Context: an optimization exercise on an open-source flow, tuned for small area. The choices shown serve that exercise and are no tape-out recipe.
In this exercise RTL edits were held to simulation tests only and were not proved equivalent to the original.
No activity file was given, so power comes from the tool's default toggle rates.

==> build 16: inputs <==
==> flow/design.v (excerpt) <==
module cpu(
    input           clk,
    input           rst,
    output [31:0]   pc,
    input  [31:0]   imem_data,
    output          dmem_en,
    output          dmem_we,
    output [3:0]    dmem_be,
    output [9:0]    dmem_addr,
    output [31:0]   dmem_wdata,
    input  [31:0]   dmem_rdata,
    output [31:0]   out_reg6,
    output [31:0]   out_reg7,
    output [31:0]   out_reg15,
    output [31:0]   out_reg16
);
export LEC_CHECK = 0
export ABC_AREA = 1
export CAP_MARGIN = 25
export CORE_MARGIN = 2
export CORE_UTILIZATION = 55
export GPL_TIMING_DRIVEN = 0
export PLACE_DENSITY = 0.65
export SLEW_MARGIN = 25
create_clock -name core_clock -period 500.0 [get_ports {clk}]
standard.sh (not shown) runs the stock make flow with config.mk's settings and CLKGATE_MAP_FILE= SYNTH_SCRIPT=/design/flow/synth_recipe.tcl, a recipe that flattens the netlist after the stock synthesis.
==> flow/flow/run.sh <==
#!/bin/bash
# 1. the standard synthesis, unchanged.
# 2. Area-oriented re-mapping of its combinational gates (flow/remap.tcl);
#    registers, adder cells and tie cells are untouched.
# 3. the standard layout of that netlist, with ports buffered by the
#    smallest buffer and a clock tree with larger leaf clusters and no
#    dummy loads.
# Each tool's output goes to a log file of its own in this folder.
set -euo pipefail
W=$PWD
bash standard.sh synth > log_1_synth.log 2>&1
R=orfs/results/$FLOW_PLATFORM/cpu/base
cp $R/1_2_yosys.v standard_synth.v
mv orfs orfs_synth
YOSYS=$(command -v yosys || echo $FLOW_HOME/../tools/install/yosys/bin/yosys)
REMAP_LIB=$FLOW_HOME/platforms/$FLOW_PLATFORM/lib/sky130_fd_sc_hd__tt_025C_1v80.lib \
REMAP_IN=$W/standard_synth.v REMAP_OUT=$W/remapped.v REMAP_TOP=$FLOW_TOP \
REMAP_SCRIPT=$W/flow/remap.abc REMAP_DIR=$W \
  $YOSYS -c flow/remap.tcl > log_2_remap.log 2>&1
bash standard.sh \
  "SYNTH_NETLIST_FILES=$W/remapped.v" \
  "BUFFER_PORTS_ARGS=-buffer_cell sky130_fd_sc_hd__buf_1" \
  "CTS_ARGS=-sink_clustering_enable -repair_clock_nets -dont_use_dummy_load -buf_list sky130_fd_sc_hd__clkbuf_8 -sink_clustering_size 12 -sink_clustering_max_diameter 100" \
  finish > log_3_layout.log 2>&1
==> flow/flow/remap.abc <==
strash
dch -f
amap -F 4 -A 10 -m
topo
==> flow/flow/remap.tcl <==
# Re-map the combinational logic of the standard synthesis with an
# area-oriented ABC script.  Flip-flops, adder cells and tie cells are kept
# as they are (same instances, names and cell types); only the gates between
# them are unmapped to plain logic and mapped again.
yosys -import
set lib $::env(REMAP_LIB)
set dir $::env(REMAP_DIR)
set keep {sky130_fd_sc_hd__df* sky130_fd_sc_hd__edf* sky130_fd_sc_hd__sdf* sky130_fd_sc_hd__sedf*
          sky130_fd_sc_hd__dlx* sky130_fd_sc_hd__dlr* sky130_fd_sc_hd__dlclkp* sky130_fd_sc_hd__sdlclkp*
          sky130_fd_sc_hd__fa_* sky130_fd_sc_hd__fah* sky130_fd_sc_hd__ha_* sky130_fd_sc_hd__conb_*}
set dont_use {}
foreach p {sky130_fd_sc_hd__probe_p_8 sky130_fd_sc_hd__probec_p_8 sky130_fd_sc_hd__lpflow_*
           sky130_fd_sc_hd__clk* sky130_fd_sc_hd__dly* sky130_fd_sc_hd__buf_*} {
  lappend dont_use -dont_use $p
}

# every cell as its function; the kept ones as black boxes
read_liberty -ignore_miss_func $lib
foreach p $keep { setattr -mod -set blackbox 1 $p }
read_verilog $::env(REMAP_IN)
hierarchy -top $::env(REMAP_TOP)
tee -o $dir/remap_before.txt stat -liberty $lib
flatten
opt -purge
abc -liberty $lib {*}$dont_use -script $::env(REMAP_SCRIPT) -D 500000
opt_clean -purge
setundef -zero
hilomap -singleton -hicell sky130_fd_sc_hd__conb_1 HI -locell sky130_fd_sc_hd__conb_1 LO
insbuf -buf sky130_fd_sc_hd__buf_1 A X
splitnets
opt_clean -purge
# cell definitions for the checks below (flatten dropped the unused ones)
read_liberty -lib -overwrite $lib
tee -o $dir/remap_after.txt stat -liberty $lib
check -assert
write_verilog -noattr -nohex -nodec $::env(REMAP_OUT)
==> inputs of build 34, as changes to build 16 <==
--- a/flow/design.v
+++ b/flow/design.v
@@ -443,34 +443,25 @@
         clz = 6'd32;
         for (ci = 0; ci < 32; ci = ci + 1)
             if (A[ci]) clz = 6'd31 - ci[5:0];
     end
     wire [31:0] md_hi, md_lo;
     muldiv muldiv_inst(
         .clk(clk), .rst(rst), .ph1(ph1), .mul(e_hsrc == H_MUL), .sga(e_sga), .sgb(e_sgb),
         .a(A), .b(B), .hi(md_hi), .lo(md_lo));
-    wire [3:0] lg_tt = (e_fn == F_AND) ? 4'b1000 :
-                       (e_fn == F_OR)  ? 4'b1110 :
-                       (e_fn == F_XOR) ? 4'b0110 : 4'b0001;
-    wire [31:0] lg;
-    generate
-        for (si = 0; si < 32; si = si + 1) begin : g_lg
-            assign lg[si] = lg_tt[{ A[si], B[si] }];
-        end
-    endgenerate
     reg [31:0] ex_val;
     always @(*) begin
         case (e_fn)
             F_ADD:   ex_val = sum[31:0];
             F_SUB:   ex_val = sum[31:0];
-            F_AND:   ex_val = lg;
-            F_OR:    ex_val = lg;
-            F_XOR:   ex_val = lg;
-            F_NOR:   ex_val = lg;
+            F_AND:   ex_val = A & B;
+            F_OR:    ex_val = A | B;
+            F_XOR:   ex_val = A ^ B;
+            F_NOR:   ex_val = ~(A | B);
             F_LUI:   ex_val = { B[15:0], 16'b0 };
             F_SLT:   ex_val = { 31'b0, lt_s };
             F_SLTU:  ex_val = { 31'b0, lt_u };
             F_MDHI:  ex_val = md_hi;
             F_P:     ex_val = e_p;
             F_HI:    ex_val = hi_r & {32{hi_v}};
             F_LO:    ex_val = lo_r & {32{lo_v}};
             F_CLZ:   ex_val = { 26'b0, clz };
==> flow/run.sh (new file) <==
#!/bin/bash
# synth_recipe.tcl (not shown) runs the flow's synth.tcl, then flattens the netlist and writes it again
# the make line also repeats each setting of config.mk as NAME=value (left out here)
make -C /OpenROAD-flow-scripts/flow DESIGN_CONFIG=/design/flow/config.mk WORK_HOME=/design/flow/orfs CLKGATE_MAP_FILE= SYNTH_SCRIPT=/design/flow/synth_recipe.tcl finish
- CAP_MARGIN: 25 -> 20
- CORE_UTILIZATION: 55 -> 30
- GPL_TIMING_DRIVEN: 0 -> unset
- PLACE_DENSITY: 0.65 -> 0.4
- SLEW_MARGIN: 25 -> 20
removed: flow/flow/run.sh
removed: flow/flow/remap.abc
removed: flow/flow/remap.tcl
removed: flow/standard.sh
==> comparison <==
Between build 34 and build 16, the lower core utilization is in build 34 (gap 29 points).
Clock skew: build 34 is lower than build 16 (0.14 ns).
In build 16 the clock power is lower than in build 34, by about 50%.
In build 34 the global-route usage is lower than in build 16, by 16 points.
Against build 16, the via count of build 34 is larger by about 9%.
Between build 34 and build 16, the lower hold slack is in build 34 (gap 0.031 ns).
==> figures <==
| item | build 16 | build 34 |
|---|---|---|
| Total track usage | 42.4% | 26.1% |
| Post-placement setup slack | 37.46 ns | 54.15 ns |
| Number of antenna cells inserted | 15 | 23 |
| Met1 usage | 57.0% | 36.6% |
| Multi-input gate count | 6,233 | 9,358 |
| Nets in the synthesized netlist | 10,700 | 14,600 |
| Buffering overhead | 7.13% | 3.52% |
| Warnings, synthesis | 0 | 2 |
| Clock Power | 0.113 mW | 0.226 mW |
| Longest Clk Path Bufs | 3 | 4 |
| Max rail drop VDD | 0.00334 mV | 0.00694 mV |
| Count of nets after finishing | 11,600 | 14,700 |
| Run status | complete, no violations | complete, no violations |
